What follows belongs to an exercise in optimizing a design on an open flow for small area; a production flow would make more cautious choices. Only simulation tests tie the RTL to the original design; equivalence was not proved. Power and IR drop assume default switching activity.

==> flow/design.v <==
module ALUControl(operation, ALUOp, ff);
	input [1:0] ALUOp;
	input [5:0] ff;
	output [2:0] operation;
	assign operation[0] = ALUOp[1] & (ff[0] | ff[3]);
	assign operation[1] = ~ALUOp[1] | ~ff[2];
	assign operation[2] = (ALUOp[1] & ff[1]) | ALUOp[0];
endmodule
module ALU32Bit(zero, carryOut, result, a, b, op);
	input [31:0] a, b;
	input [2:0] op;
	output [31:0] result;
	output zero, carryOut;
	wire sub = op[2];
	wire [31:0] bx = b ^ {32{sub}};
	wire [31:0] g = a & bx;
	wire [31:0] p = a ^ bx;
	wire G0_0 = g[0] | (p[0] & sub);
	wire G1_1 = g[1] | (p[1] & G0_0);
	wire G1_3 = g[3] | (p[3] & g[2]);
	wire P1_3 = p[3] & p[2];
	wire G1_5 = g[5] | (p[5] & g[4]);
	wire P1_5 = p[5] & p[4];
	wire G1_7 = g[7] | (p[7] & g[6]);
	wire P1_7 = p[7] & p[6];
	wire G1_9 = g[9] | (p[9] & g[8]);
	wire P1_9 = p[9] & p[8];
	wire G1_11 = g[11] | (p[11] & g[10]);
	wire P1_11 = p[11] & p[10];
	wire G1_13 = g[13] | (p[13] & g[12]);
	wire P1_13 = p[13] & p[12];
	wire G1_15 = g[15] | (p[15] & g[14]);
	wire P1_15 = p[15] & p[14];
	wire G1_17 = g[17] | (p[17] & g[16]);
	wire P1_17 = p[17] & p[16];
	wire G1_19 = g[19] | (p[19] & g[18]);
	wire P1_19 = p[19] & p[18];
	wire G1_21 = g[21] | (p[21] & g[20]);
	wire P1_21 = p[21] & p[20];
	wire G1_23 = g[23] | (p[23] & g[22]);
	wire P1_23 = p[23] & p[22];
	wire G1_25 = g[25] | (p[25] & g[24]);
	wire P1_25 = p[25] & p[24];
	wire G1_27 = g[27] | (p[27] & g[26]);
	wire P1_27 = p[27] & p[26];
	wire G1_29 = g[29] | (p[29] & g[28]);
	wire P1_29 = p[29] & p[28];
	wire G1_31 = g[31] | (p[31] & g[30]);
	wire P1_31 = p[31] & p[30];
	wire G2_3 = G1_3 | (P1_3 & G1_1);
	wire G2_7 = G1_7 | (P1_7 & G1_5);
	wire P2_7 = P1_7 & P1_5;
	wire G2_11 = G1_11 | (P1_11 & G1_9);
	wire P2_11 = P1_11 & P1_9;
	wire G2_15 = G1_15 | (P1_15 & G1_13);
	wire P2_15 = P1_15 & P1_13;
	wire G2_19 = G1_19 | (P1_19 & G1_17);
	wire P2_19 = P1_19 & P1_17;
	wire G2_23 = G1_23 | (P1_23 & G1_21);
	wire P2_23 = P1_23 & P1_21;
	wire G2_27 = G1_27 | (P1_27 & G1_25);
	wire P2_27 = P1_27 & P1_25;
	wire G2_31 = G1_31 | (P1_31 & G1_29);
	wire P2_31 = P1_31 & P1_29;
	wire G3_7 = G2_7 | (P2_7 & G2_3);
	wire G3_15 = G2_15 | (P2_15 & G2_11);
	wire P3_15 = P2_15 & P2_11;
	wire G3_23 = G2_23 | (P2_23 & G2_19);
	wire P3_23 = P2_23 & P2_19;
	wire G3_31 = G2_31 | (P2_31 & G2_27);
	wire P3_31 = P2_31 & P2_27;
	wire G4_15 = G3_15 | (P3_15 & G3_7);
	wire G4_31 = G3_31 | (P3_31 & G3_23);
	wire P4_31 = P3_31 & P3_23;
	wire G5_31 = G4_31 | (P4_31 & G4_15);
	wire G6_23 = G3_23 | (P3_23 & G4_15);
	wire G7_11 = G2_11 | (P2_11 & G3_7);
	wire G7_19 = G2_19 | (P2_19 & G4_15);
	wire G7_27 = G2_27 | (P2_27 & G6_23);
	wire G8_5 = G1_5 | (P1_5 & G2_3);
	wire G8_9 = G1_9 | (P1_9 & G3_7);
	wire G8_13 = G1_13 | (P1_13 & G7_11);
	wire G8_17 = G1_17 | (P1_17 & G4_15);
	wire G8_21 = G1_21 | (P1_21 & G7_19);
	wire G8_25 = G1_25 | (P1_25 & G6_23);
	wire G8_29 = G1_29 | (P1_29 & G7_27);
	wire G9_2 = g[2] | (p[2] & G1_1);
	wire G9_4 = g[4] | (p[4] & G2_3);
	wire G9_6 = g[6] | (p[6] & G8_5);
	wire G9_8 = g[8] | (p[8] & G3_7);
	wire G9_10 = g[10] | (p[10] & G8_9);
	wire G9_12 = g[12] | (p[12] & G7_11);
	wire G9_14 = g[14] | (p[14] & G8_13);
	wire G9_16 = g[16] | (p[16] & G4_15);
	wire G9_18 = g[18] | (p[18] & G8_17);
	wire G9_20 = g[20] | (p[20] & G7_19);
	wire G9_22 = g[22] | (p[22] & G8_21);
	wire G9_24 = g[24] | (p[24] & G6_23);
	wire G9_26 = g[26] | (p[26] & G8_25);
	wire G9_28 = g[28] | (p[28] & G7_27);
	wire G9_30 = g[30] | (p[30] & G8_29);
	wire [32:0] c;
	assign c[0] = sub;
	assign c[1] = G0_0;
	assign c[2] = G1_1;
	assign c[3] = G9_2;
	assign c[4] = G2_3;
	assign c[5] = G9_4;
	assign c[6] = G8_5;
	assign c[7] = G9_6;
	assign c[8] = G3_7;
	assign c[9] = G9_8;
	assign c[10] = G8_9;
	assign c[11] = G9_10;
	assign c[12] = G7_11;
	assign c[13] = G9_12;
	assign c[14] = G8_13;
	assign c[15] = G9_14;
	assign c[16] = G4_15;
	assign c[17] = G9_16;
	assign c[18] = G8_17;
	assign c[19] = G9_18;
	assign c[20] = G7_19;
	assign c[21] = G9_20;
	assign c[22] = G8_21;
	assign c[23] = G9_22;
	assign c[24] = G6_23;
	assign c[25] = G9_24;
	assign c[26] = G8_25;
	assign c[27] = G9_26;
	assign c[28] = G7_27;
	assign c[29] = G9_28;
	assign c[30] = G8_29;
	assign c[31] = G9_30;
	assign c[32] = G5_31;
	wire [31:0] s = p ^ c[31:0];
	wire cout = c[32];
	wire logic_op = ~op[1] & ~op[2];
	wire arith = op[1] & ~op[0];
	wire slt = op[2] & op[1] & op[0];
	assign result = ({32{logic_op}} & (g | ({32{op[0]}} & p)))
		| ({32{arith}} & s)
		| {31'b0, slt & ~cout};
	assign carryOut = arith & (cout ^ sub);
	assign zero = ~|result;
endmodule
module ALUUnit(clock, ALUOp, funct, a, b, result, zero, carryOut);
	input clock;
	input [1:0] ALUOp;
	input [5:0] funct;
	input [31:0] a, b;
	output reg [31:0] result;
	output zero;
	output reg carryOut;
	wire [2:0] operation;
	wire [31:0] aluResult;
	wire aluZero, aluCarry;
	reg [31:0] resultQ;
	reg carryQ;
	ALUControl ctl(operation, ALUOp, funct);
	ALU32Bit alu(aluZero, aluCarry, aluResult, a, b, operation);
	always @(posedge clock)
	begin
		resultQ <= aluResult;
		if (operation == 3'd2 || operation == 3'd6)
			carryQ <= aluCarry;
		result <= resultQ;
		carryOut <= carryQ;
	end
	assign zero = ~|result;
endmodule
==> flow/flow/run.sh <==
#!/bin/bash
# Standard ORFS layout, with the port buffers made from the smallest buffer
# instead of the default delay buffer.
set -euo pipefail
export BUFFER_PORTS_ARGS="-buffer_cell sky130_fd_sc_hd__buf_1"
bash standard.sh finish > standard_flow.log 2>&1
==> flow/standard.sh <==
#!/bin/bash
# synth_recipe.tcl (not shown) runs the flow's synth.tcl, then flattens the netlist and writes it again
# the make line also repeats each setting of config.mk as NAME=value (left out here)
make -C /OpenROAD-flow-scripts/flow DESIGN_CONFIG=/design/flow/config.mk WORK_HOME=/design/flow/orfs CLKGATE_MAP_FILE= SYNTH_SCRIPT=/design/flow/synth_recipe.tcl "${@:-finish}"
==> flow/config.mk <==
export PLATFORM = sky130hd
export DESIGN_NAME = ALUUnit
export DESIGN_NICKNAME = ALUUnit
export VERILOG_FILES = /design/flow/design.v
export SDC_FILE = /design/flow/constraint.sdc
export NUM_CORES = 4
export LEC_CHECK = 0
export CAP_MARGIN = 20
export CORE_MARGIN = 2
export CORE_UTILIZATION = 40
export SLEW_MARGIN = 20
==> flow/constraint.sdc <==
create_clock -name core_clock -period 5.0 [get_ports {clock}]
set_input_delay 1.0000 -clock core_clock [delete_from_list [all_inputs] [get_ports {clock}]]
set_output_delay 1.0000 -clock core_clock [all_outputs]
set_load 0.01 [all_outputs]
==> results of run 1 <==
[kinds of logic (layout without fill, tap and decap cells)]
logic type	Yosys count	after routing
xor gates and xnor gates	33	33
DFF	66	66
AOI/OAI and AO/OA	109	109
and+or+nand+nor	76	76
buffers and inverters	35	146
adders and majority gates	48	48
muxes	1	1
[path summary, 6_finish.rpt]
path,from,endpoint,slack (ns),cells past startpoint
max,ALUOp[1],resultQ[19],0.86,14
min,resultQ[28],result[28],0.31,0
max reg2reg,carryQ,carryOut,4.47,0
min reg2reg,resultQ[28],result[28],0.31,0
[sequential cells by signal (all words and copies together) (netlist names)]
| register | cells |
|---|---|
| resultQ | 32 |
| result | 32 |
| carryOut | 1 |
| carryQ | 1 |
[report_power, final]
part / internal, mW / total (mW) / switching [mW] / leakage [nW]
Clock: 0.244 / 0.447 / 0.204 / 0.0988
Sequential: 0.641 / 0.684 / 0.0436 / 0.552
Combinational: 0.209 / 0.497 / 0.288 / 1.09
Total: 1.09 / 1.63 / 0.535 / 1.74
[final cells by class]
cell class / count / area, um2
inverters: 21 / 78.8
well taps: 108 / 135
multi-input cells: 267 / 2170
repair buffers: 109 / 428
clock buffers: 10 / 138
fillers: 846 / 4420
flip-flops and latches: 66 / 1330
clock inverters: 6 / 65.1
[cell usage in the layout (no fill, tap or decap), drive strengths merged, types with 2 or more instances in the layout]
master / instances
buf: 109
and2: 2
nor4: 8
clkinvlp: 2
nor2: 4
clkinv: 4
o22ai: 6
a31oi: 2
nor3: 7
nand3: 2
nand2: 34
o211ai: 2
clkbuf: 10
ha: 32
o21a: 2
dfxtp: 65
a21o: 9
a221o: 15
a21oi: 33
xnor2: 33
nand4: 5
inv: 20
a2111oi: 2
nor3b: 9
nand2b: 2
o21ai: 30
fa: 16
[layer usage]
metal / vias up / global-route usage / routed length [um]
li1: 1544 / - / -
met5: - / 0 / 0
met2: 82 / 0.312 / 4200
met4: 0 / 0.0643 / 127
met3: 13 / 0.0323 / 430
met1: 1433 / 0.252 / 4190
[stage by stage]
step	cells	cell area (um2)
floorplan	368	3620
global placement	571	4140
detailed placement	571	4140
CTS	587	4340
global route	587	4340
finish	587	4340
==> flow_metrics.py, run 1 <==
metrics = {
    "die": {
        "rows": 34,
        "die_w_um": 99.2,
        "core_area_um2": 8760,
        "io-pin-count": 107,
        "dieArea_um2": 9840,
        "initial_core_util": 0.413,
        "die_y_um": 99.2,
    },
    "synthesis": {
        "synthSimpleGateAreaFrac": 0.105,
        "synth_cell_types": 45,
        "synth_fa_ha_area_frac": 0.199,
        "yosysSeqAreaShare": 0.367,
        "synth-warning-count": 1,
        "ys_top_cells_by_count": "dfxtp_1 (65), nand2_1 (34), xnor2_1 (33)",
        "synth.area.top_cells": "dfxtp_1 (36%), ha_1 (11%), fa_1 (8.8%)",
        "synth_ff_type": "dfxtp_1",
        "syn_avg_cell_area_um2": 9.85,
        "synth_compound_area_frac": 0.208,
        "syn_area_um2": 3620,
        "yosys-mux-area-fraction": 0.00276,
        "yosysTopAreaCell": "dfxtp_1",
        "syn_inst": 368,
        "synth-seq-cells": 66,
        "synth_top_area_share": 0.359,
        "ys_async_sr_fraction": 0,
        "synth_edf_count": 1,
        "syn-num-nets": 489,
        "synthXorXnorAreaFrac": 0.0798,
        "synth_top_family_by_area": "compound AO/OA/AOI/OAI gates",
        "synth_most_common_cell": "dfxtp_1",
    },
    "sta": {
        "period_share": 0.827,
        "fin_setup_tns_ns": 0,
        "slew_violations": 0,
        "max_slew_margin": 0.469,
        "whs_ns": 0.314,
        "fin_crit_ns": 4.14,
        "hold_violations": 0,
        "setup_violations": 0,
        "fmaxAchievable_mhz": 242,
        "rsz0062_at_grt": "false",
        "worstMarginPinSlew_ns": 0.794,
        "setup_ws_ns": 0.865,
        "skew_ns": 0.0112,
    },
    "critical_path": {
        "cp_slowest_cell": "a21oi_4",
        "worst_ep_arrival_time_ns": 4.35,
        "endpoint_kind": "flop",
        "path_class": "in -> reg",
        "crit_path_cell_trace": "buf_1, a21oi_4, buf_4, xnor2_1, ha_1, a21oi_1, o21ai_0, a21oi_1, nand2_1, a21o_1, a21o_1, fa_1, nor3b_1, a221o_1",
        "worstPathRequired_ns": 5.21,
        "crit_family": "compound AO/OA/AOI/OAI gates",
        "critPathBufInv": 2,
        "critPathMaxFanout": 13,
        "crit_path_start_kind": "input pin",
        "cpPeakStageDelay_ns": 0.48,
    },
    "clock_tree": {
        "cts_root_buf": "clkbuf_8",
        "cts_tree": "built",
        "path_clk_slew_ns": 0.08,
        "cts_hold_buf": 0,
        "cts_max_path_buffers": 2,
        "post_cts_resized": 0,
        "cts_buffers": 9,
        "worstSkewPairLatency_ns": 0.34,
        "h-tree-depth": 3,
        "cts_sinks": 66,
        "cts_setup_buffers": 0,
    },
    "global_route": {
        "grtUsageTotal": 0.189,
        "grt_pass1_vias": 3071,
        "grt_pass1_wl_mm": 14.7,
        "grt_max_degree": 34,
        "grt.overflow.total": 0,
        "antenna_found_initial": 0,
    },
    "run_status": {
        "outcome": "finished clean",
    },
    "pwr": {
        "finalPower_mw": 1.63,
        "ir_drop_uv": 123,
        "leakagePower_nw": 1.74,
        "power_density_nw_per_um2": 375,
    },
    "drt": {
        "wl_per_cell_um": 15.2,
        "drt-total-wl_mm": 8.95,
        "dr.pass1.iters": 4,
        "drtAntennaViolNets": 0,
        "viasPerCell": 5.23,
        "vias": 3072,
        "drc": 0,
        "first_iter_violations": 121,
    },
    "run": {
        "maxCapViolCount": 0,
    },
    "placed_design": {
        "dp_worst_setup_slack_ns": 0.510,
        "hpwl_mm": 6.86,
        "io_buffers": 104,
        "gp_congestion": 0.840,
    },
    "cells_and_area": {
        "fin_nets": 595,
        "final_util": 0.495,
        "num_antenna_cells": 0,
        "syn2layout_area_growth_pct": 19.8,
        "drive_above_1_share": 0.0668,
    },
    "worst_hold_path": {
        "worst_hold_path_type": "reg -> reg",
    },
}
==> inputs of run 2 (changes only) <==
==> flow/run.sh (new file) <==
#!/bin/bash
# synth_recipe.tcl (not shown) runs the flow's synth.tcl, then flattens the netlist and writes it again
# the make line also repeats each setting of config.mk as NAME=value (left out here)
make -C /OpenROAD-flow-scripts/flow DESIGN_CONFIG=/design/flow/config.mk WORK_HOME=/design/flow/orfs CLKGATE_MAP_FILE= SYNTH_SCRIPT=/design/flow/synth_recipe.tcl finish
removed: flow/flow/run.sh
removed: flow/standard.sh
==> run 2 against run 1 <==
  * Register-to-register slack hardly changed
  * Global-route usage is 0.65 points higher
  * Wire length is 2.5% higher
  * Non-clock buffer count is 3 higher
  * Largest cell class unchanged
  * Cell count is 0.51% higher
  * Still clean on timing, DRC and antenna
  * Via count is 0.55% higher
  * Hold slack better by 0.0041 ns
  * Clock skew is 0.0023 ns lower
==> flow_metrics.py, run 2 <==
metrics = {
    "synthesis": {
        "yosys-mux-area-fraction": 0.00276,
        "yosysTopAreaCell": "dfxtp_1",
        "synth_ff_type": "dfxtp_1",
        "syn-num-nets": 489,
        "synthSimpleGateAreaFrac": 0.105,
        "syn_area_um2": 3620,
        "synth-seq-cells": 66,
        "synth_cell_types": 45,
        "synth_top_area_share": 0.359,
        "ys_async_sr_fraction": 0,
        "synth_most_common_cell": "dfxtp_1",
        "synth.area.top_cells": "dfxtp_1 (36%), ha_1 (11%), fa_1 (8.8%)",
        "ys_top_cells_by_count": "dfxtp_1 (65), nand2_1 (34), xnor2_1 (33)",
        "syn_inst": 368,
        "synth-warning-count": 1,
        "syn_avg_cell_area_um2": 9.85,
        "synth_compound_area_frac": 0.208,
        "synth_edf_count": 1,
        "synth_fa_ha_area_frac": 0.199,
        "yosysSeqAreaShare": 0.367,
        "synth_top_family_by_area": "compound AO/OA/AOI/OAI gates",
        "synthXorXnorAreaFrac": 0.0798,
    },
    "critical_path": {
        "crit_family": "compound AO/OA/AOI/OAI gates",
        "critPathBufInv": 1,
        "rr_endpoint": "carryOut",
        "worst_ep_arrival_time_ns": 4.76,
        "cp_slowest_cell": "clkdlybuf4s50_1",
        "cpPeakStageDelay_ns": 0.52,
        "worstPathRequired_ns": 5.23,
        "path_class": "in -> reg",
        "crit_path_start_kind": "input pin",
        "crit_path_cell_trace": "clkdlybuf4s50_1, a21oi_4, mux2i_1, fa_1, a211oi_2, o21ai_2, o2111ai_2, nand2_1, a21o_1, a21o_1, fa_1, nor3b_1, a221o_1",
        "r2r.worst_path.cells": 0,
        "endpoint_kind": "flop",
        "rr_startpoint": "carryQ",
        "critPathMaxFanout": 12,
        "r2r_setup_slack_ns": 4.48,
    },
    "clock_tree": {
        "worstSkewPairLatency_ns": 0.34,
        "cts_tree": "built",
        "post_cts_resized": 0,
        "cts_root_buf": "clkbuf_8",
        "cts_hold_buf": 0,
        "h-tree-depth": 3,
        "cts_buffers": 9,
        "cts_setup_buffers": 0,
        "path_clk_slew_ns": 0.07,
        "cts_max_path_buffers": 2,
        "cts_sinks": 66,
    },
    "drt": {
        "vias": 3089,
        "first_iter_violations": 100,
        "viasPerCell": 5.24,
        "drc": 0,
        "drtAntennaViolNets": 0,
        "wl_per_cell_um": 15.5,
        "dr.pass1.iters": 4,
        "drt-total-wl_mm": 9.17,
    },
    "sta": {
        "max_slew_margin": 0.531,
        "rsz0062_at_grt": "false",
        "slew_violations": 0,
        "skew_ns": 0.00894,
        "hold_violations": 0,
        "fin_setup_tns_ns": 0,
        "fin_crit_ns": 4.53,
        "fmaxAchievable_mhz": 221,
        "period_share": 0.907,
        "setup_violations": 0,
        "worstMarginPinSlew_ns": 0.697,
        "setup_ws_ns": 0.465,
    },
    "cells_and_area": {
        "fin_nets": 598,
        "multi_input_area_um2": 2170,
        "fill_cells": 785,
        "layout_common_cells": "clkdlybuf4s50_1 (104), dfxtp_1 (65), nand2_1 (34)",
        "biggestRegsByFlops": "resultQ: 32 flops, result: 32 flops",
        "num_antenna_cells": 0,
        "drive_above_1_share": 0.0726,
        "final_cell_area_um2": 5030,
        "syn2layout_area_growth_pct": 38.8,
        "regArea_um2": 1330,
        "final_common_cell": "clkdlybuf4s50_1",
    },
    "global_route": {
        "antenna_found_initial": 0,
        "grt_pass1_wl_mm": 15.0,
        "grtUsageTotal": 0.195,
        "grt_pass1_vias": 3030,
        "grt_max_degree": 33,
        "grt.overflow.total": 0,
    },
    "pwr": {
        "power_density_nw_per_um2": 346,
        "ir_drop_uv": 117,
        "leakagePower_nw": 2.03,
    },
    "run": {
        "maxCapViolCount": 0,
    },
    "placed_design": {
        "io_buffers": 104,
        "hpwl_mm": 7.13,
        "gp_congestion": 0.814,
        "place_area_um2": 4820,
        "dp_worst_setup_slack_ns": 0.0800,
    },
    "worst_hold_path": {
        "hold_path_end": "result[28]",
        "holdCritStartpoint": "resultQ[28]",
        "holdPathStages": 0,
        "worst_hold_path_type": "reg -> reg",
    },
    "die": {
        "rows": 34,
        "die_y_um": 99.2,
        "dieArea_um2": 9840,
        "die_w_um": 99.2,
        "core_area_um2": 8760,
        "initial_core_util": 0.413,
        "io-pin-count": 107,
    },
    "run_status": {
        "outcome": "finished clean",
    },
}
-- run 2: cell counts after synthesis --
Identical to the previous run, type by type.
-- run 2: worst max path at each step --
stage               startpoint           to  slack (ns)  depth (start not counted)
finish                ALUOp[1]  resultQ[19]        0.47                         13
floorplan             funct[1]  resultQ[19]        0.86                         14
CTS                   ALUOp[1]  resultQ[15]        0.45                         13
detailed placement    ALUOp[1]  resultQ[15]        0.08                         13
global route          ALUOp[1]  resultQ[15]        0.15                         13
global placement      ALUOp[1]  resultQ[19]        0.12                         13
-- run 2: area by class of cell --
type | count | area share
clock buffers | 10 | 0.0274
inverters | 21 | 0.0157
multi-input cells | 267 | 0.431
flip-flops and latches | 66 | 0.265
clock inverters | 6 | 0.0132
well taps | 108 | 0.0269
repair buffers | 112 | 0.221
-- run 2: report_power, final --
group	leakage, nW	total [mW]	switching (mW)	internal, mW
combinational	1.38	0.607	0.290	0.317
sequential	0.552	0.685	0.0441	0.641
clock	0.0945	0.448	0.205	0.243
total	2.03	1.74	0.539	1.20
-- run 2: kinds of logic after synthesis --
logic type      count (synthesis)
buf+inv                        35
fa+ha+maj                      48
mux                             1
xor+xnor                       33
simple gates                   76
compound gates                109
flops                          66
-- run 2: metal layers --
layer,track usage,share of wire
met1,0.269,0.47
met2,0.312,0.47
met3,0.0365,0.043
met4,0.0643,0.014
met5,0,0
-- run 2: through the flow --
step | cells | total power [mW] | utilization | hold WS [ns]
6_report | 590 | 1.74 | 0.574 | 0.318
5_1_grt | 590 | 1.85 | 0.574 | 0.326
4_1_cts | 590 | 1.76 | 0.574 | 0.320
3_5_place_dp | 574 | 1.31 | 0.551 | 0.312
3_3_place_gp | 574 | 1.29 | 0.551 | 0.310
2_1_floorplan | 368 | 1.03 | - | 0.310
==> inputs of run 3 (changes only) <==
--- a/flow/config.mk
+++ b/flow/config.mk
@@ -5,6 +5,7 @@
 export SDC_FILE = /design/flow/constraint.sdc
 export NUM_CORES = 4
 export LEC_CHECK = 0
+export ABC_AREA = 1
 export CAP_MARGIN = 20
 export CORE_MARGIN = 2
 export CORE_UTILIZATION = 40
==> run 3 against run 2 <==
  * Flip-flop and latch count stayed put
  * Critical path depth is 8 higher
  * Cell area is 6.1% higher
  * Area after synthesis is 8.4% higher
  * Sequential power is 0.9% higher
  * Die area is 8.1% higher
  * Count of clock-buffer cells in the layout is 3 higher
  * Register-to-register slack better by 0.06 ns
  * Non-clock buffer count is 2 lower
  * Global-route usage is 2.0 points lower
  * Critical endpoint is now resultQ[31]
==> flow_metrics.py, run 3 <==
metrics = {
    "critical_path": {
        "rr_endpoint": "carryOut",
        "critPathMaxFanout": 13,
        "path_class": "in -> reg",
        "r2r.worst_path.cells": 0,
        "path_common_cell": "nand2_2",
        "cpPeakStageDelay_ns": 0.47,
        "r2r_setup_slack_ns": 4.54,
        "worstPathRequired_ns": 5.26,
        "cp_slowest_cell": "clkdlybuf4s50_1",
        "crit_path_start_kind": "input pin",
        "crit_path_cell_trace": "clkdlybuf4s50_1, nand2_1, inv_2, nor2_8, buf_4, xnor2_1, ha_1, nand2_1, nor2_1, nand3_1, nand2_2, nand2_2, nand2_4, nand2_1, nand2_2, nand2_2, nand2_2, a21oi_2, fa_1, xor2_1, o21ai_0",
        "rr_startpoint": "carryQ",
        "worst_ep_arrival_time_ns": 4.25,
        "endpoint_kind": "flop",
    },
    "sta": {
        "max_slew_margin": 0.605,
        "worstMarginPinSlew_ns": 0.592,
        "slew_violations": 0,
        "period_share": 0.797,
        "fin_setup_tns_ns": 0,
        "fmaxAchievable_mhz": 251,
        "hold_violations": 0,
        "setup_violations": 0,
        "fin_crit_ns": 3.99,
        "rsz0062_at_grt": "false",
        "skew_ns": 0.0122,
    },
    "global_route": {
        "grt_pass1_wl_mm": 14.3,
        "antenna_found_initial": 0,
        "grt.overflow.total": 0,
        "grtUsageTotal": 0.175,
        "grt_pass1_vias": 3204,
        "grt_max_degree": 35,
    },
    "drt": {
        "first_iter_violations": 75,
        "wl_met1_mm": 3.99,
        "vias": 3236,
        "dr_wl_met2_mm": 4.31,
        "drt-total-wl_mm": 8.85,
        "wl_met3_um": 372,
        "drtAntennaViolNets": 0,
        "wl_per_cell_um": 12.7,
        "drc": 0,
        "routed.top_layer": "met4",
        "dr.pass1.iters": 4,
        "viasPerCell": 4.64,
    },
    "die": {
        "core_area_um2": 9640,
        "dieArea_um2": 10600,
        "initial_core_util": 0.408,
        "die_y_um": 103,
        "die_w_um": 103,
        "io-pin-count": 107,
        "rows": 36,
    },
    "placed_design": {
        "dpl.cell_count": 681,
        "io_buffers": 104,
        "gp_congestion": 0.763,
        "hpwl_mm": 6.95,
    },
    "cells_and_area": {
        "syn2layout_area_growth_pct": 35.8,
        "num_antenna_cells": 0,
        "drive_above_1_share": 0.0869,
        "fill_cells": 945,
        "final_cells": 697,
        "fin_nets": 680,
        "final_common_cell": "clkdlybuf4s50_1",
        "biggestRegsByFlops": "resultQ: 32 flops, result: 32 flops",
        "layout_common_cells": "clkdlybuf4s50_1 (104), inv_1 (81), dfxtp_1 (65)",
    },
    "worst_hold_path": {
        "holdPathStages": 0,
        "holdCritStartpoint": "resultQ[19]",
        "worst_hold_path_type": "reg -> reg",
        "hold_path_end": "result[19]",
    },
    "run": {
        "maxCapViolCount": 0,
    },
    "clock_tree": {
        "post_cts_resized": 0,
        "path_clk_slew_ns": 0.07,
        "cts_setup_buffers": 0,
        "cts_root_buf": "clkbuf_8",
        "worstSkewPairLatency_ns": 0.34,
        "cts_tree": "built",
        "cts_hold_buf": 0,
        "cts_sinks": 66,
        "h-tree-depth": 3,
        "cts_max_path_buffers": 2,
        "cts_buffers": 9,
    },
    "synthesis": {
        "ys_async_sr_fraction": 0,
        "syn_area_um2": 3930,
        "yosys-mux-area-fraction": 0,
        "synth_ff_type": "dfxtp_1",
        "yosysTopAreaCell": "dfxtp_1",
        "ys_top_cells_by_count": "inv_1 (81), dfxtp_1 (65), nand2_1 (48)",
        "synth-seq-cells": 66,
        "synth.area.top_cells": "dfxtp_1 (33%), ha_1 (10%), xnor2_1 (8.7%)",
        "synth-warning-count": 1,
        "synth_top_area_share": 0.331,
        "synth_top_family_by_area": "adder cells",
        "synth_fa_ha_area_frac": 0.183,
        "syn-num-nets": 571,
        "synth_most_common_cell": "inv_1",
        "synth_cell_types": 39,
        "synthXorXnorAreaFrac": 0.100,
        "synthSimpleGateAreaFrac": 0.139,
        "syn_avg_cell_area_um2": 8.73,
        "synth_edf_count": 1,
        "yosysSeqAreaShare": 0.339,
        "synth_compound_area_frac": 0.139,
        "syn_inst": 450,
    },
    "run_status": {
        "outcome": "finished clean",
    },
    "pwr": {
        "ir_drop_uv": 140,
        "leakagePower_nw": 2.38,
        "power_density_nw_per_um2": 341,
    },
}
run 3: cell types whose count changed after synthesis, moves of 9 or more:
cell	before	now
inv_1	19	81
a221o_1	15	0
a21o_1	9	0
nor2_1	4	19
nand2_1	34	48
o21ai_1	4	18
a22o_1	0	10
o21bai_1	1	13
a21oi_1	31	8
nor3b_1	9	0
run 3: critical path, delay by kind of cell:
kind                     cells  cell delay [ns]
AO/OA/AOI/OAI                2             0.20
XOR/XNOR                     2             0.25
buffers and inverters        3             0.77
adder cells (fa/ha/maj)      2             0.77
AND/OR/NAND/NOR             12             1.25
run 3: worst max path at each step:
stage / startpoint / cells past startpoint / endpoint
detailed placement: ALUOp[1] / 21 / resultQ[31]
floorplan: funct[1] / 19 / resultQ[30]
finish: ALUOp[1] / 21 / resultQ[31]
global placement: ALUOp[1] / 21 / resultQ[31]
global route: ALUOp[1] / 21 / resultQ[29]
CTS: ALUOp[1] / 21 / resultQ[31]
run 3: metal layers:
metal	up-vias	GRT usage
met1	1482	0.214
met5	-	0
met3	12	0.0237
met2	79	0.305
li1	1663	-
met4	0	0.0830
run 3: report_power, final:
part           switching [mW]  internal (mW)  total (mW)
sequential             0.0451          0.646       0.691
combinational           0.310          0.329       0.639
clock                   0.199          0.288       0.487
run 3: cells by family (layout without fill, tap and decap cells):
kind of cell / count (synthesis) / count (layout)
AO/OA/AOI/OAI: 88 / 88
XOR/XNOR: 45 / 45
adder cells (fa/ha/maj): 48 / 48
buffers and inverters: 97 / 211
flip-flops: 66 / 66
AND/OR/NAND/NOR: 106 / 106
run 3: per-stage QoR:
stage	power [mW]	cell area [um2]	util	hold WS (ns)	worst slack, ns
after floorplan	1.08	3930	-	0.310	1.48
after global placement	1.33	5110	0.530	0.311	0.675
after detailed placement	1.35	5110	0.530	0.312	0.614
after CTS	1.84	5340	0.554	0.316	0.973
after global routing	1.94	5340	0.554	0.315	0.761
final	1.82	5340	0.554	0.315	1.01
run 3: layout make-up:
class                   instances  area [um2]  area share
clock buffers                  13         180      0.0338
clock inverters                 3        43.8     0.00821
inverters                      85         319      0.0598
multi-input cells             287        2210       0.414
flip-flops and latches         66        1330       0.249
well taps                     133         166      0.0312
repair buffers                110        1090       0.204
==> inputs of run 4 (changes only) <==
==> flow/flow/run.sh (new file) <==
#!/bin/bash
set -euo pipefail
export BUFFER_PORTS_ARGS="-buffer_cell sky130_fd_sc_hd__buf_1"
export CTS_ARGS="-sink_clustering_enable -repair_clock_nets -dont_use_dummy_load"
bash standard.sh finish > standard_flow.log 2>&1
==> flow/standard.sh (new file) <==
#!/bin/bash
# synth_recipe.tcl (not shown) runs the flow's synth.tcl, then flattens the netlist and writes it again
# the make line also repeats each setting of config.mk as NAME=value (left out here)
make -C /OpenROAD-flow-scripts/flow DESIGN_CONFIG=/design/flow/config.mk WORK_HOME=/design/flow/orfs CLKGATE_MAP_FILE= SYNTH_SCRIPT=/design/flow/synth_recipe.tcl "${@:-finish}"
--- a/flow/config.mk
+++ b/flow/config.mk
@@ -5,7 +5,6 @@
 export SDC_FILE = /design/flow/constraint.sdc
 export NUM_CORES = 4
 export LEC_CHECK = 0
-export ABC_AREA = 1
 export CAP_MARGIN = 20
 export CORE_MARGIN = 2
 export CORE_UTILIZATION = 40
removed: flow/run.sh
==> run 4 against run 3 <==
  * Critical path type unchanged
  * Largest power group unchanged
  * Sequential power is 1% lower
  * Clock skew increased by 0.0086 ns
  * Count of clock-buffer cells in the layout decreased by 4
  * Clock power shrank 34%
  * Critical endpoint is now resultQ[29]
  * Critical path depth is 6 lower
  * Combinational power down 22%
  * Wire length barely moved
  * Setup slack worse by 0.16 ns
  * Cell count decreased by 17%
  * Area after synthesis fell by 7.8%
==> flow_metrics.py, run 4 <==
metrics = {
    "global_route": {
        "grt_pass1_wl_mm": 14.5,
        "grt_pass1_vias": 3056,
        "grt_max_degree": 34,
        "antenna_found_initial": 0,
        "grtUsageTotal": 0.187,
        "grt.overflow.total": 0,
    },
    "worst_hold_path": {
        "holdCritStartpoint": "resultQ[9]",
        "worst_hold_path_type": "reg -> reg",
    },
    "clock_tree": {
        "cts_buffers": 9,
        "cts_sinks": 66,
        "h-tree-depth": 3,
        "cts_setup_buffers": 0,
        "path_clk_slew_ns": 0.07,
        "post_cts_resized": 0,
        "cts_tree": "built",
        "worstSkewPairLatency_ns": 0.33,
        "cts_max_path_buffers": 2,
        "cts_hold_buf": 0,
        "cts_root_buf": "clkbuf_8",
    },
    "placed_design": {
        "dpl.cell_count": 571,
        "hpwl_mm": 6.86,
        "gp_congestion": 0.840,
        "io_buffers": 104,
    },
    "synthesis": {
        "synth_ff_type": "dfxtp_1",
        "synthSimpleGateAreaFrac": 0.105,
        "yosysSeqAreaShare": 0.367,
        "ys_async_sr_fraction": 0,
        "yosysTopAreaCell": "dfxtp_1",
        "synth_fa_ha_area_frac": 0.199,
        "syn-num-nets": 489,
        "synthXorXnorAreaFrac": 0.0798,
        "synth_top_family_by_area": "compound AO/OA/AOI/OAI gates",
        "synth_most_common_cell": "dfxtp_1",
        "synth_edf_count": 1,
        "synth_compound_area_frac": 0.208,
        "synth_cell_types": 45,
        "synth.area.top_cells": "dfxtp_1 (36%), ha_1 (11%), fa_1 (8.8%)",
        "syn_inst": 368,
        "yosys-mux-area-fraction": 0.00276,
        "synth_top_area_share": 0.359,
        "syn_avg_cell_area_um2": 9.85,
        "syn_area_um2": 3620,
        "ys_top_cells_by_count": "dfxtp_1 (65), nand2_1 (34), xnor2_1 (33)",
        "synth-seq-cells": 66,
        "synth-warning-count": 1,
    },
    "cells_and_area": {
        "final_cells": 580,
        "num_antenna_cells": 0,
        "syn2layout_area_growth_pct": 17.6,
        "biggestRegsByFlops": "resultQ: 32 flops, result: 32 flops",
        "drive_above_1_share": 0.0530,
        "layout_common_cells": "buf_1 (104), dfxtp_1 (65), nand2_1 (34)",
        "fill_cells": 857,
        "final_common_cell": "buf_1",
        "fin_nets": 595,
    },
    "drt": {
        "drtAntennaViolNets": 0,
        "first_iter_violations": 134,
        "dr_wl_met2_mm": 4.16,
        "drc": 0,
        "viasPerCell": 5.24,
        "wl_per_cell_um": 15.3,
        "routed.top_layer": "met4",
        "vias": 3040,
        "drt-total-wl_mm": 8.86,
        "wl_met3_um": 496,
        "wl_met1_mm": 4.11,
        "dr.pass1.iters": 6,
    },
    "critical_path": {
        "path_common_cell": "nand2_1",
        "worst_ep_arrival_time_ns": 4.36,
        "path_class": "in -> reg",
        "critPathBufInv": 2,
        "endpoint_kind": "flop",
        "crit_path_start_kind": "input pin",
        "critPathMaxFanout": 13,
        "cp_slowest_cell": "a21oi_4",
        "rr_startpoint": "carryQ",
        "worstPathRequired_ns": 5.22,
        "r2r_setup_slack_ns": 4.47,
        "startpoint": "ALUOp[1]",
        "cpPeakStageDelay_ns": 0.47,
        "crit_family": "compound AO/OA/AOI/OAI gates",
        "crit_path_cell_trace": "buf_1, a21oi_4, buf_4, xnor2_1, ha_1, nand4_1, nor2_1, o2111ai_2, nand2_1, a21o_1, a41oi_1, fa_1, nand2_1, nand2_1, a221o_1",
    },
    "run": {
        "maxCapViolCount": 0,
    },
    "sta": {
        "hold_violations": 0,
        "fin_setup_tns_ns": 0,
        "max_slew_margin": 0.474,
        "period_share": 0.828,
        "fmaxAchievable_mhz": 241,
        "slew_violations": 0,
        "setup_violations": 0,
        "skew_ns": 0.0208,
        "fin_crit_ns": 4.14,
        "rsz0062_at_grt": "false",
        "worstMarginPinSlew_ns": 0.787,
    },
    "die": {
        "die_y_um": 99.2,
        "die_w_um": 99.2,
        "io-pin-count": 107,
        "core_area_um2": 8760,
        "dieArea_um2": 9840,
        "initial_core_util": 0.413,
        "rows": 34,
    },
    "pwr": {
        "finalPower_mw": 1.50,
        "ir_drop_uv": 114,
        "leakagePower_nw": 1.71,
        "power_density_nw_per_um2": 353,
    },
    "run_status": {
        "outcome": "finished clean",
    },
}
==> run 4: changes by cell type in the layout (fill, tap and decap cells not counted), sizes merged, moves of 10 or more <==
cell,previous run,this run
nor2,23,4
o21ai,45,30
a21oi,12,33
buf,6,109
a221o,0,15
o21bai,13,1
nand2,56,34
a22o,10,0
inv,85,19
clkdlybuf4s50,104,0
==> run 4: layer usage <==
metal  GRT usage  up-vias
met5           0        -
met2       0.309       87
met1       0.248     1409
met3      0.0351        8
li1            -     1536
met4      0.0653        0
==> run 4: cells by family (layout without fill, tap and decap cells) <==
logic type / Yosys count / after routing
xor gates and xnor gates: 33 / 33
adders and majority gates: 48 / 48
and+or+nand+nor: 76 / 76
AOI/OAI and AO/OA: 109 / 109
muxes: 1 / 1
DFF: 66 / 66
buffers and inverters: 35 / 139
==> run 4: layout make-up <==
| class | instances | area [um2] | area share |
|---|---|---|---|
| multi-input cells | 267 | 2170 | 0.508 |
| flip-flops and latches | 66 | 1330 | 0.312 |
| repair buffers | 109 | 428 | 0.100 |
| well taps | 108 | 135 | 0.0317 |
| clock buffers | 9 | 124 | 0.0291 |
| inverters | 21 | 78.8 | 0.0185 |
==> run 4: final timing paths <==
| path | to | cells after the start |
|---|---|---|
| hold / removal | result[9] | 0 |
| hold reg to reg | result[9] | 0 |
| setup reg to reg | carryOut | 0 |
| setup / recovery | resultQ[29] | 15 |
==> run 4: per-stage QoR <==
| stage | hold WS [ns] | instance area (um2) | utilization | setup WS (ns) |
|---|---|---|---|---|
| finish | 0.301 | 4260 | 0.486 | 0.858 |
| detailed placement | 0.312 | 4140 | 0.472 | 0.510 |
| global placement | 0.311 | 4140 | 0.472 | 0.553 |
| floorplan | 0.310 | 3620 | - | 0.862 |
| CTS | 0.302 | 4260 | 0.486 | 0.843 |
| global route | 0.297 | 4260 | 0.486 | 0.546 |
==> run 4: where the power goes <==
group | internal [mW] | switching [mW] | total (mW)
logic | 0.209 | 0.287 | 0.496
clock network | 0.160 | 0.163 | 0.323
registers | 0.642 | 0.0429 | 0.684
total | 1.01 | 0.492 | 1.50
==> inputs of run 5 (changes only) <==
==> flow/flow/run.sh (replaced) <==
#!/bin/bash
set -euo pipefail
export BUFFER_PORTS_ARGS="-buffer_cell sky130_fd_sc_hd__buf_1"
export CTS_ARGS="-repair_clock_nets -dont_use_dummy_load -buf_list sky130_fd_sc_hd__clkbuf_8"
bash standard.sh finish > standard_flow.log 2>&1
==> run 5 against run 4 <==
  * Core utilization unchanged
  * Maximum frequency is the same
  * Die area stayed put
  * Count of clock-buffer cells in the layout did not move
  * Combinational power about the same
  * Highest routed layer unchanged
==> flow_metrics.py, run 5 <==
metrics = {
    "critical_path": {
        "critPathBufInv": 2,
        "crit_family": "compound AO/OA/AOI/OAI gates",
        "crit_path_cell_trace": "buf_1, a21oi_4, buf_4, xnor2_1, ha_1, nand4_1, nor2_1, o2111ai_2, nand2_1, a21o_1, a41oi_1, fa_1, nand2_1, nand2_1, a221o_1",
        "endpoint_kind": "flop",
        "cpPeakStageDelay_ns": 0.47,
        "cp_slowest_cell": "a21oi_4",
        "path_class": "in -> reg",
        "path_common_cell": "nand2_1",
        "crit_path_start_kind": "input pin",
        "worst_ep_arrival_time_ns": 4.36,
        "critPathMaxFanout": 13,
        "worstPathRequired_ns": 5.22,
    },
    "cells_and_area": {
        "multi_input_area_um2": 2170,
        "regArea_um2": 1330,
        "layout_common_cells": "buf_1 (104), dfxtp_1 (65), nand2_1 (34)",
        "num_antenna_cells": 0,
        "final_cell_area_um2": 4260,
        "final_common_cell": "buf_1",
        "biggestRegsByFlops": "resultQ: 32 flops, result: 32 flops",
        "final_cells": 580,
        "fin_nets": 595,
        "drive_above_1_share": 0.0530,
        "syn2layout_area_growth_pct": 17.6,
        "fill_cells": 857,
    },
    "clock_tree": {
        "h-tree-depth": 3,
        "cts_tree": "built",
        "cts_hold_buf": 0,
        "cts_root_buf": "clkbuf_8",
        "post_cts_resized": 0,
        "cts_sinks": 66,
        "worstSkewPairLatency_ns": 0.33,
        "path_clk_slew_ns": 0.07,
        "cts_max_path_buffers": 2,
        "cts_buffers": 9,
        "cts_setup_buffers": 0,
    },
    "drt": {
        "dr.pass1.iters": 6,
        "drc": 0,
        "drt-total-wl_mm": 8.86,
        "drtAntennaViolNets": 0,
        "vias": 3040,
        "viasPerCell": 5.24,
        "first_iter_violations": 134,
        "wl_per_cell_um": 15.3,
    },
    "synthesis": {
        "yosysSeqAreaShare": 0.367,
        "syn_inst": 368,
        "syn-num-nets": 489,
        "synth-warning-count": 1,
        "synth-seq-cells": 66,
        "syn_avg_cell_area_um2": 9.85,
        "yosysTopAreaCell": "dfxtp_1",
        "syn_area_um2": 3620,
        "synth_top_area_share": 0.359,
        "synth_ff_type": "dfxtp_1",
        "synth_cell_types": 45,
        "synth_most_common_cell": "dfxtp_1",
        "ys_async_sr_fraction": 0,
        "ys_top_cells_by_count": "dfxtp_1 (65), nand2_1 (34), xnor2_1 (33)",
        "synth.area.top_cells": "dfxtp_1 (36%), ha_1 (11%), fa_1 (8.8%)",
        "synth_edf_count": 1,
    },
    "sta": {
        "fin_crit_ns": 4.14,
        "hold_violations": 0,
        "period_share": 0.828,
        "rsz0062_at_grt": "false",
        "max_slew_margin": 0.474,
        "slew_violations": 0,
        "fmaxAchievable_mhz": 241,
        "worstMarginPinSlew_ns": 0.787,
        "whs_ns": 0.301,
        "setup_violations": 0,
        "fin_setup_tns_ns": 0,
        "skew_ns": 0.0208,
    },
    "worst_hold_path": {
        "worst_hold_path_type": "reg -> reg",
    },
    "pwr": {
        "power_density_nw_per_um2": 353,
        "leakagePower_nw": 1.71,
        "ir_drop_uv": 114,
    },
    "die": {
        "initial_core_util": 0.413,
        "core_area_um2": 8760,
        "die_w_um": 99.2,
        "dieArea_um2": 9840,
        "io-pin-count": 107,
        "rows": 34,
        "die_y_um": 99.2,
    },
    "global_route": {
        "grt_pass1_wl_mm": 14.5,
        "grtUsageTotal": 0.187,
        "grt_max_degree": 34,
        "antenna_found_initial": 0,
        "grt_pass1_vias": 3056,
        "grt.overflow.total": 0,
    },
    "run_status": {
        "outcome": "finished clean",
    },
    "run": {
        "maxCapViolCount": 0,
    },
    "placed_design": {
        "gp_congestion": 0.840,
        "hpwl_mm": 6.86,
        "dpl.cell_count": 571,
        "place_area_um2": 4140,
        "io_buffers": 104,
    },
}
[run 5: layer usage]
layer | vias to the layer above | GRT usage | wire [um]
met2 | 87 | 0.309 | 4160
met1 | 1409 | 0.248 | 4110
met5 | - | 0 | 0
li1 | 1536 | - | -
met3 | 8 | 0.0351 | 496
met4 | 0 | 0.0653 | 95
[run 5: through the flow]
step | setup WS, ns | util | total power, mW
detailed placement | 0.510 | 0.472 | 1.19
floorplan | 0.862 | - | 1.03
CTS | 0.843 | 0.486 | 1.52
global placement | 0.553 | 0.472 | 1.18
finish | 0.858 | 0.486 | 1.50
global route | 0.546 | 0.486 | 1.62
[run 5: worst paths after layout]
check / cells past startpoint / to / from / slack [ns]
setup / recovery: 15 / resultQ[29] / ALUOp[1] / 0.86
setup reg to reg: 0 / carryOut / carryQ / 4.47
hold / removal: 0 / result[9] / resultQ[9] / 0.30
hold reg to reg: 0 / result[9] / resultQ[9] / 0.30
[run 5: cells by family (layout without fill, tap and decap cells)]
group                    count (synthesis)  count (layout)  synth area share
buffers and inverters                   35             139            0.0380
adder cells (fa/ha/maj)                 48              48             0.199
AO/OA/AOI/OAI                          109             109             0.208
multiplexers                             1               1           0.00276
flip-flops                              66              66             0.367
XOR/XNOR                                33              33            0.0798
AND/OR/NAND/NOR                         76              76             0.105
[run 5: cell type report]
class                      count  share of cell area
tap                          108              0.0317
sequential                    66               0.312
clock buffer                   9              0.0291
multi-input combinational    267               0.508
timing repair buffer         109               0.100
inverter                      21              0.0185
[run 5: power by group]
group | leakage (nW) | internal (mW) | total (mW) | switching (mW)
combinational | 1.09 | 0.209 | 0.496 | 0.287
sequential | 0.552 | 0.642 | 0.684 | 0.0429
clock | 0.0647 | 0.160 | 0.323 | 0.163
total | 1.71 | 1.01 | 1.50 | 0.492
==> inputs of run 6 (changes only) <==
==> flow/flow/run.sh (replaced) <==
#!/bin/bash
set -euo pipefail
export BUFFER_PORTS_ARGS="-buffer_cell sky130_fd_sc_hd__buf_1"
export CTS_ARGS="-sink_clustering_enable -repair_clock_nets -dont_use_dummy_load -buf_list sky130_fd_sc_hd__clkbuf_4 -sink_clustering_size 35 -sink_clustering_max_diameter 200"
bash standard.sh finish > standard_flow.log 2>&1
==> run 6 against run 5 <==
  * Cell area shrank 1.3%
  * Non-clock buffer count unchanged
  * Maximum frequency rose by 2.0%
  * First-iteration DRC count decreased by 14%
  * Sequential share of layout area is 0.42 points higher
  * Critical path type unchanged
  * Critical endpoint is now resultQ[19]
==> flow_metrics.py, run 6 <==
metrics = {
    "cells_and_area": {
        "final_cells": 580,
        "syn2layout_area_growth_pct": 16.1,
        "drive_above_1_share": 0.0530,
        "final_common_cell": "buf_1",
        "final_util": 0.480,
        "fin_nets": 595,
        "fill_cells": 863,
        "final_cell_area_um2": 4210,
        "layout_common_cells": "buf_1 (104), dfxtp_1 (65), nand2_1 (34)",
        "biggestRegsByFlops": "resultQ: 32 flops, result: 32 flops",
        "num_antenna_cells": 0,
    },
    "clock_tree": {
        "cts_max_path_buffers": 2,
        "cts_root_buf": "clkbuf_4",
        "h-tree-depth": 3,
        "cts_tree": "built",
        "cts_sinks": 66,
        "worstSkewPairLatency_ns": 0.40,
        "cts_hold_buf": 0,
        "post_cts_resized": 0,
        "path_clk_slew_ns": 0.11,
        "cts_buffers": 9,
        "cts_setup_buffers": 0,
    },
    "synthesis": {
        "synth-warning-count": 1,
        "synth_top_area_share": 0.359,
        "synth_ff_type": "dfxtp_1",
        "ys_async_sr_fraction": 0,
        "syn_area_um2": 3620,
        "syn-num-nets": 489,
        "syn_avg_cell_area_um2": 9.85,
        "synth-seq-cells": 66,
        "yosysTopAreaCell": "dfxtp_1",
        "synth_edf_count": 1,
        "synth.area.top_cells": "dfxtp_1 (36%), ha_1 (11%), fa_1 (8.8%)",
        "syn_inst": 368,
        "ys_top_cells_by_count": "dfxtp_1 (65), nand2_1 (34), xnor2_1 (33)",
        "synth_most_common_cell": "dfxtp_1",
        "synth_cell_types": 45,
        "yosysSeqAreaShare": 0.367,
    },
    "drt": {
        "vias": 3021,
        "drt-total-wl_mm": 8.83,
        "drtAntennaViolNets": 0,
        "dr.pass1.iters": 4,
        "wl_per_cell_um": 15.2,
        "viasPerCell": 5.21,
        "drc": 0,
        "first_iter_violations": 115,
    },
    "run_status": {
        "outcome": "finished clean",
    },
    "pwr": {
        "leakagePower_nw": 1.68,
        "ir_drop_uv": 114,
        "power_density_nw_per_um2": 337,
    },
    "critical_path": {
        "worst_ep_arrival_time_ns": 4.33,
        "crit_path_start_kind": "input pin",
        "endpoint_kind": "flop",
        "worstPathRequired_ns": 5.26,
        "cp_slowest_cell": "fa_1",
        "critPathBufInv": 1,
        "crit_family": "compound AO/OA/AOI/OAI gates",
        "critPathMaxFanout": 13,
        "cpPeakStageDelay_ns": 0.49,
        "crit_path_cell_trace": "buf_1, a21oi_4, mux2i_1, fa_1, a211oi_2, o21ai_2, o2111ai_2, nand2_1, a21o_1, a21o_1, fa_1, nor3b_1, a221o_1",
        "path_class": "in -> reg",
    },
    "die": {
        "die_y_um": 99.2,
        "rows": 34,
        "initial_core_util": 0.413,
        "die_w_um": 99.2,
        "core_area_um2": 8760,
        "dieArea_um2": 9840,
        "io-pin-count": 107,
    },
    "sta": {
        "worstMarginPinSlew_ns": 0.792,
        "whs_ns": 0.290,
        "period_share": 0.812,
        "fin_crit_ns": 4.06,
        "skew_ns": 0.0334,
        "setup_violations": 0,
        "fmaxAchievable_mhz": 246,
        "max_slew_margin": 0.470,
        "rsz0062_at_grt": "false",
        "slew_violations": 0,
        "hold_violations": 0,
        "fin_setup_tns_ns": 0,
    },
    "global_route": {
        "grt_pass1_wl_mm": 14.6,
        "antenna_found_initial": 0,
        "grt_max_degree": 34,
        "grt_pass1_vias": 3047,
        "grt.overflow.total": 0,
        "grtUsageTotal": 0.188,
    },
    "placed_design": {
        "gp_congestion": 0.840,
        "hpwl_mm": 6.86,
        "io_buffers": 104,
        "dpl.cell_count": 571,
        "place_area_um2": 4140,
    },
    "worst_hold_path": {
        "worst_hold_path_type": "reg -> reg",
    },
    "run": {
        "maxCapViolCount": 0,
    },
}
run 6: cell counts after synthesis:
Identical to the previous run, type by type.
run 6: cell type report:
type                            count  area [um2]  share of cell area
Sequential cell                    66        1330               0.316
Tap cell                          108         135              0.0321
Timing Repair Buffer              109         428               0.102
Inverter                           21        78.8              0.0187
Multi-Input combinational cell    267        2170               0.515
Clock buffer                        9        67.6              0.0161
run 6: worst paths after layout:
path,cells past startpoint,slack [ns],start,endpoint
worst max-delay path,13,0.94,ALUOp[1],resultQ[19]
worst min-delay path,0,0.29,resultQ[9],result[9]
worst max register to register,0,4.47,carryQ,carryOut
worst min register to register,0,0.29,resultQ[9],result[9]
run 6: kinds of logic after synthesis:
logic type,synth area share
xor+xnor,0.0798
flops,0.367
simple gates,0.105
fa+ha+maj,0.199
buf+inv,0.0380
mux,0.00276
compound gates,0.208
run 6: layer usage:
metal | wire, um | vias up | global-route usage
li1 | - | 1537 | -
met1 | 4020 | 1382 | 0.251
met2 | 4110 | 91 | 0.306
met3 | 572 | 11 | 0.0408
met4 | 130 | 0 | 0.0580
met5 | 0 | - | 0
run 6: power breakdown:
| group | switching [mW] | internal, mW | leakage [nW] |
|---|---|---|---|
| sequential | 0.0433 | 0.640 | 0.552 |
| combinational | 0.286 | 0.209 | 1.09 |
| clock | 0.155 | 0.0836 | 0.0414 |
| total | 0.484 | 0.933 | 1.68 |
run 6: stage by stage:
step                setup slack [ns]  power [mW]
global placement               0.553        1.18
detailed placement             0.510        1.19
floorplan                      0.862        1.03
CTS                            0.919        1.43
finish                         0.938        1.42
global route                   0.640        1.53
==> inputs of run 7 (changes only) <==
==> flow/flow/run.sh (replaced) <==
#!/bin/bash
set -euo pipefail
export BUFFER_PORTS_ARGS="-buffer_cell sky130_fd_sc_hd__buf_1"
export CTS_ARGS="-sink_clustering_enable -repair_clock_nets -dont_use_dummy_load -buf_list sky130_fd_sc_hd__clkbuf_4 -sink_clustering_size 64 -sink_clustering_max_diameter 500 -sink_clustering_levels 1"
bash standard.sh finish > standard_flow.log 2>&1
==> run 7 against run 6 <==
  * Still clean on timing, DRC and antenna
  * Cell area unchanged
  * Non-clock buffer count unchanged
  * Global-route usage did not move
  * Wire length is the same
==> flow_metrics.py, run 7 <==
metrics = {
    "run_status": {
        "outcome": "finished clean",
    },
    "die": {
        "rows": 34,
        "core_area_um2": 8760,
        "initial_core_util": 0.413,
        "io-pin-count": 107,
        "die_y_um": 99.2,
        "die_w_um": 99.2,
        "dieArea_um2": 9840,
    },
    "placed_design": {
        "hpwl_mm": 6.86,
        "dpl.cell_count": 571,
        "io_buffers": 104,
        "gp_congestion": 0.840,
    },
    "clock_tree": {
        "cts_tree": "built",
        "path_clk_slew_ns": 0.11,
        "cts_root_buf": "clkbuf_4",
        "cts_hold_buf": 0,
        "cts_sinks": 66,
        "post_cts_resized": 0,
        "cts_max_path_buffers": 2,
        "worstSkewPairLatency_ns": 0.40,
        "cts_buffers": 9,
        "h-tree-depth": 3,
        "cts_setup_buffers": 0,
    },
    "synthesis": {
        "synth_ff_type": "dfxtp_1",
        "synth-seq-cells": 66,
        "synth_cell_types": 45,
        "ys_top_cells_by_count": "dfxtp_1 (65), nand2_1 (34), xnor2_1 (33)",
        "syn-num-nets": 489,
        "synth_edf_count": 1,
        "ys_async_sr_fraction": 0,
        "synth_top_area_share": 0.359,
        "yosysTopAreaCell": "dfxtp_1",
        "syn_area_um2": 3620,
        "synth_most_common_cell": "dfxtp_1",
        "syn_avg_cell_area_um2": 9.85,
        "syn_inst": 368,
        "yosysSeqAreaShare": 0.367,
        "synth-warning-count": 1,
        "synth.area.top_cells": "dfxtp_1 (36%), ha_1 (11%), fa_1 (8.8%)",
    },
    "worst_hold_path": {
        "worst_hold_path_type": "reg -> reg",
    },
    "sta": {
        "fmaxAchievable_mhz": 246,
        "rsz0062_at_grt": "false",
        "setup_violations": 0,
        "period_share": 0.812,
        "worstMarginPinSlew_ns": 0.792,
        "fin_crit_ns": 4.06,
        "slew_violations": 0,
        "whs_ns": 0.290,
        "fin_setup_tns_ns": 0,
        "max_slew_margin": 0.470,
        "hold_violations": 0,
        "skew_ns": 0.0334,
    },
    "critical_path": {
        "cp_slowest_cell": "fa_1",
        "path_class": "in -> reg",
        "crit_family": "compound AO/OA/AOI/OAI gates",
        "critPathBufInv": 1,
        "worst_ep_arrival_time_ns": 4.33,
        "critPathMaxFanout": 13,
        "endpoint_kind": "flop",
        "crit_path_cell_trace": "buf_1, a21oi_4, mux2i_1, fa_1, a211oi_2, o21ai_2, o2111ai_2, nand2_1, a21o_1, a21o_1, fa_1, nor3b_1, a221o_1",
        "worstPathRequired_ns": 5.26,
        "crit_path_start_kind": "input pin",
        "cpPeakStageDelay_ns": 0.49,
    },
    "cells_and_area": {
        "final_cells": 580,
        "num_antenna_cells": 0,
        "syn2layout_area_growth_pct": 16.1,
        "layout_common_cells": "buf_1 (104), dfxtp_1 (65), nand2_1 (34)",
        "fill_cells": 863,
        "biggestRegsByFlops": "resultQ: 32 flops, result: 32 flops",
        "fin_nets": 595,
        "final_common_cell": "buf_1",
        "drive_above_1_share": 0.0530,
    },
    "pwr": {
        "leakagePower_nw": 1.68,
        "power_density_nw_per_um2": 337,
        "clkPwrFrac": 0.168,
        "switchingPower_mw": 0.484,
        "comb_power_share": 0.349,
        "p_sw_frac": 0.342,
        "p_seq_frac": 0.482,
        "ir_drop_uv": 114,
        "p_int_mw": 0.933,
        "finalPower_mw": 1.42,
    },
    "global_route": {
        "grt_max_degree": 34,
        "grt.overflow.total": 0,
        "grt_pass1_wl_mm": 14.6,
        "antenna_found_initial": 0,
        "grtUsageTotal": 0.188,
        "grt_pass1_vias": 3047,
    },
    "drt": {
        "viasPerCell": 5.21,
        "drc": 0,
        "wl_per_cell_um": 15.2,
        "drtAntennaViolNets": 0,
        "vias": 3021,
        "drt-total-wl_mm": 8.83,
        "dr.pass1.iters": 4,
        "first_iter_violations": 115,
    },
    "run": {
        "maxCapViolCount": 0,
    },
}
==> run 7: cell counts in the layout (fill, tap and decap cells not counted) <==
Identical to the previous run, type by type.
==> run 7: worst paths after layout <==
kind | startpoint | endpoint | slack (ns) | depth (start not counted)
worst max-delay path | ALUOp[1] | resultQ[19] | 0.94 | 13
worst min-delay path | resultQ[9] | result[9] | 0.29 | 0
worst max register to register | carryQ | carryOut | 4.47 | 0
worst min register to register | resultQ[9] | result[9] | 0.29 | 0
==> run 7: logic make-up after synthesis <==
| logic type | synth area share |
|---|---|
| compound gates | 0.208 |
| xor+xnor | 0.0798 |
| fa+ha+maj | 0.199 |
| buf+inv | 0.0380 |
| flops | 0.367 |
| mux | 0.00276 |
| simple gates | 0.105 |
==> run 7: area by class of cell <==
| type | count | area, um2 | area share |
|---|---|---|---|
| Clock buffer | 9 | 67.6 | 0.0161 |
| Timing Repair Buffer | 109 | 428 | 0.102 |
| Inverter | 21 | 78.8 | 0.0187 |
| Sequential cell | 66 | 1330 | 0.316 |
| Tap cell | 108 | 135 | 0.0321 |
| Multi-Input combinational cell | 267 | 2170 | 0.515 |
==> run 7: layer usage <==
| layer | track usage | wire length, um |
|---|---|---|
| met3 | 0.0408 | 572 |
| met1 | 0.251 | 4020 |
| met5 | 0 | 0 |
| met4 | 0.0580 | 130 |
| met2 | 0.306 | 4110 |
==> run 7: stage by stage <==
| step | cell area, um2 | utilization | setup slack, ns |
|---|---|---|---|
| after global placement | 4140 | 0.472 | 0.553 |
| after detailed placement | 4140 | 0.472 | 0.510 |
| after global routing | 4210 | 0.480 | 0.640 |
| after CTS | 4210 | 0.480 | 0.919 |
| final | 4210 | 0.480 | 0.938 |
| after floorplan | 3620 | - | 0.862 |
==> run 7: power by group through the flow <==
stage	logic, mW	registers, mW	clock network (mW)
floorplan	0.320	0.713	0
global placement	0.484	0.693	0
detailed placement	0.496	0.697	0
CTS	0.498	0.684	0.246
global route	0.562	0.696	0.274
finish	0.495	0.684	0.239
==> inputs of run 8 (changes only) <==
==> flow/flow/run.sh (replaced) <==
#!/bin/bash
# Standard ORFS layout with three changes: the combinational logic of the
# standard synthesis is re-mapped by ABC for area (registers untouched),
# the port buffers use the smallest buffer, and CTS builds its tree from
# clkbuf_4 without dummy loads.
set -euo pipefail
export BUFFER_PORTS_ARGS="-buffer_cell sky130_fd_sc_hd__buf_1"
export CTS_ARGS="-sink_clustering_enable -repair_clock_nets -dont_use_dummy_load -buf_list sky130_fd_sc_hd__clkbuf_4"
R=orfs/results/${FLOW_PLATFORM}/ALUUnit/base
bash standard.sh synth > standard_synth.log 2>&1
cp $R/1_2_yosys.v $R/1_2_yosys_std.v
LIB=$FLOW_HOME/platforms/sky130hd/lib/sky130_fd_sc_hd__tt_025C_1v80.lib
DU=""
for c in $(grep -oE "cell *\( *\"?sky130_fd_sc_hd__(lpflow|probe)[a-z0-9_]*" $LIB | grep -oE "sky130_fd_sc_hd__\w+"); do DU="$DU -dont_use $c"; done
YOSYS=${YOSYS_EXE:-yosys}
$YOSYS -p "read_liberty -ignore_miss_func $LIB; \
  setattr -mod -set blackbox 1 sky130_fd_sc_hd__dfxtp_1 sky130_fd_sc_hd__edfxtp_1 sky130_fd_sc_hd__ha_1 sky130_fd_sc_hd__fa_1 sky130_fd_sc_hd__conb_1; \
  read_verilog $R/1_2_yosys_std.v; hierarchy -top $FLOW_TOP; flatten; opt -purge; \
  abc -liberty $LIB -script $PWD/flow/remap.abc $DU; \
  opt_clean -purge; rename -hide w:*.*; stat -liberty $LIB; \
  write_verilog -noattr -nohex -nodec $R/1_2_yosys.v" > remap.log 2>&1
rm -f $R/1_synth.odb $R/1_synth.sdc
bash standard.sh finish > standard_finish.log 2>&1
==> flow/flow/remap.abc (new file) <==
&get -n
&st
&dch
&nf -R 100
&put
==> run 8 against run 7 <==
  * Maximum frequency fell by 9.9%
  * Total power rose by 1.2%
  * Register-to-register slack improved by 0.06 ns
==> flow_metrics.py, run 8 <==
metrics = {
    "cells_and_area": {
        "layout_common_cells": "buf_1 (104), dfxtp_1 (65), xnor2_1 (33)",
        "fin_nets": 589,
        "num_antenna_cells": 0,
        "syn2layout_area_growth_pct": 20.4,
        "biggestRegsByFlops": "resultQ: 32 flops, result: 32 flops",
        "drive_above_1_share": 0.0558,
        "fill_cells": 824,
        "final_util": 0.502,
        "final_common_cell": "buf_1",
    },
    "clock_tree": {
        "post_cts_resized": 0,
        "worstSkewPairLatency_ns": 0.40,
        "path_clk_slew_ns": 0.09,
        "cts_root_buf": "clkbuf_4",
        "h-tree-depth": 3,
        "cts_tree": "built",
        "cts_hold_buf": 0,
        "cts_buffers": 9,
        "cts_sinks": 66,
        "cts_setup_buffers": 0,
        "cts_max_path_buffers": 2,
    },
    "die": {
        "core_area_um2": 8260,
        "io-pin-count": 107,
        "rows": 33,
        "die_w_um": 96.7,
        "dieArea_um2": 9360,
        "initial_core_util": 0.417,
        "die_y_um": 96.7,
    },
    "sta": {
        "slew_violations": 0,
        "fin_crit_ns": 4.51,
        "hold_violations": 0,
        "worstMarginPinSlew_ns": 0.795,
        "fmaxAchievable_mhz": 222,
        "skew_ns": 0.0111,
        "period_share": 0.902,
        "max_slew_margin": 0.470,
        "setup_violations": 0,
        "rsz0062_at_grt": "false",
    },
    "placed_design": {
        "io_buffers": 104,
        "hpwl_mm": 6.30,
        "gp_congestion": 0.822,
    },
    "drt": {
        "vias": 2900,
        "viasPerCell": 5.08,
        "first_iter_violations": 77,
        "wl_per_cell_um": 14.2,
        "dr.pass1.iters": 4,
        "drc": 0,
        "drt-total-wl_mm": 8.13,
        "drtAntennaViolNets": 0,
    },
    "synthesis": {
        "syn_area_um2": 3440,
        "synth-warning-count": 1,
        "syn-num-nets": 464,
        "syn_avg_cell_area_um2": 10.0,
        "syn_inst": 343,
    },
    "global_route": {
        "grt_pass1_vias": 2868,
        "grtUsageMet3": 0.0455,
        "antenna_found_initial": 0,
        "grt_pass1_wl_mm": 13.4,
        "grt-busiest-layer": "met2",
        "grtUsageTotal": 0.180,
        "grt_max_degree": 22,
        "met1_usage": 0.220,
        "use_met2": 0.316,
        "grt.overflow.total": 0,
    },
    "pwr": {
        "leakagePower_nw": 1.63,
        "finalPower_mw": 1.43,
        "power_density_nw_per_um2": 346,
        "ir_drop_uv": 97.9,
    },
    "worst_hold_path": {
        "holdPathStages": 0,
        "worst_hold_path_type": "reg -> reg",
        "holdCritStartpoint": "resultQ[25]",
    },
    "run_status": {
        "outcome": "finished clean",
    },
    "run": {
        "maxCapViolCount": 0,
    },
    "critical_path": {
        "crit_path_start_kind": "input pin",
        "critPathMaxFanout": 8,
        "worstPathRequired_ns": 5.29,
        "rr_startpoint": "carryQ",
        "startpoint": "ALUOp[1]",
        "r2r.worst_path.cells": 0,
        "worst_ep_arrival_time_ns": 4.80,
        "endpoint_kind": "flop",
        "path_class": "in -> reg",
    },
}
==> run 8: through the flow <==
stage	cell area, um2	cells	setup TNS, ns	hold slack, ns	worst slack, ns
2_1_floorplan	3480	343	-0.106	0.310	-0.106
3_3_place_gp	4080	562	0	0.311	0.122
3_5_place_dp	4080	562	0	0.312	0.0551
4_1_cts	4140	571	0	0.319	0.477
5_1_grt	4140	571	0	0.322	0.224
6_report	4140	571	0	0.322	0.490
==> run 8: final cells by class <==
cell class	instances	area, um2	share of cell area
clock buffers	9	67.6	0.0163
flip-flops and latches	66	1330	0.321
inverters	15	57.6	0.0139
repair buffers	114	465	0.112
well taps	105	131	0.0317
multi-input cells	262	2090	0.504
==> run 8: metal layers <==
layer	share of wire	routed length, um	vias up
li1	-	-	1478
met1	0.44	3610	1330
met2	0.50	4040	81
met3	0.044	355	11
met4	0.015	126	0
met5	0	0	-
==> run 8: final timing paths <==
path	end	slack [ns]
max	resultQ[31]	0.49
min	result[25]	0.32
max reg2reg	carryOut	4.53
min reg2reg	result[25]	0.32
==> run 8: report_power, final <==
| part | internal, mW | total, mW | switching (mW) |
|---|---|---|---|
| Clock | 0.0834 | 0.238 | 0.154 |
| Sequential | 0.647 | 0.692 | 0.0441 |
| Combinational | 0.220 | 0.504 | 0.284 |
| Total | 0.951 | 1.43 | 0.483 |
==> run 8: critical path, cell delays in order <==
cell	delay [ns]
buf_1	0.11
a21oi_4	0.34
buf_4	0.24
xor2_1	0.24
clkinv_1	0.10
ha_1	0.31
nand2_1	0.07
nor2_1	0.14
and4_1	0.20
nand4_1	0.09
and2_4	0.17
or3_1	0.36
nand2_1	0.12
clkinv_2	0.08
nor2_1	0.09
nor2_1	0.08
o21a_1	0.21
fa_2	0.38
xor2_1	0.15
nor2_1	0.05
a221o_1	0.26

## re-timing with driven ports
In the flow no input, the clock included, has a driving cell. The finished layouts below were timed again as built, in two steps.
Step 1 (the two cells are an assumption about what drives the block):
set clk [get_ports {clock}]
set_driving_cell -lib_cell sky130_fd_sc_hd__clkbuf_16 $clk
set_driving_cell -lib_cell sky130_fd_sc_hd__buf_2 [delete_from_list [all_inputs] $clk]
Step 2 adds t to the input delays and takes it off the output delays; t is the mean of the earliest and latest rising clock arrival at the registers after step 1. Input paths then give back, and output paths get back, about the clock's delay inside the block.
Slacks: no drivers / after step 1 / after step 2; pairs: no drivers / after step 1.
| run | t, ns | setup slack, ns | clock arrival spread, ns | cell pins on the clock port's net |
|---|---|---|---|---|
| run 1 | 0.362 | 0.865 / 0.875 / 0.512 | 0.013 / 0.013 | 1 |
| run 2 | 0.371 | 0.465 / 0.476 / 0.105 | 0.010 / 0.010 | 1 |
| run 3 | 0.360 | 1.014 / 1.019 / 0.659 | 0.015 / 0.015 | 1 |
| run 4 | 0.351 | 0.858 / 0.868 / 0.518 | 0.021 / 0.021 | 1 |
| run 5 | 0.351 | 0.858 / 0.868 / 0.518 | 0.021 / 0.021 | 1 |
| run 6 | 0.412 | 0.938 / 0.946 / 0.534 | 0.033 / 0.033 | 1 |
| run 7 | 0.412 | 0.938 / 0.946 / 0.534 | 0.033 / 0.033 | 1 |
| run 8 | 0.424 | 0.490 / 0.495 / 0.071 | 0.012 / 0.013 | 1 |
After both steps every run listed still meets setup and hold. The setup slack of run 8, which loses most, moves by +0.005 ns with the drivers and by -0.419 ns with both steps.
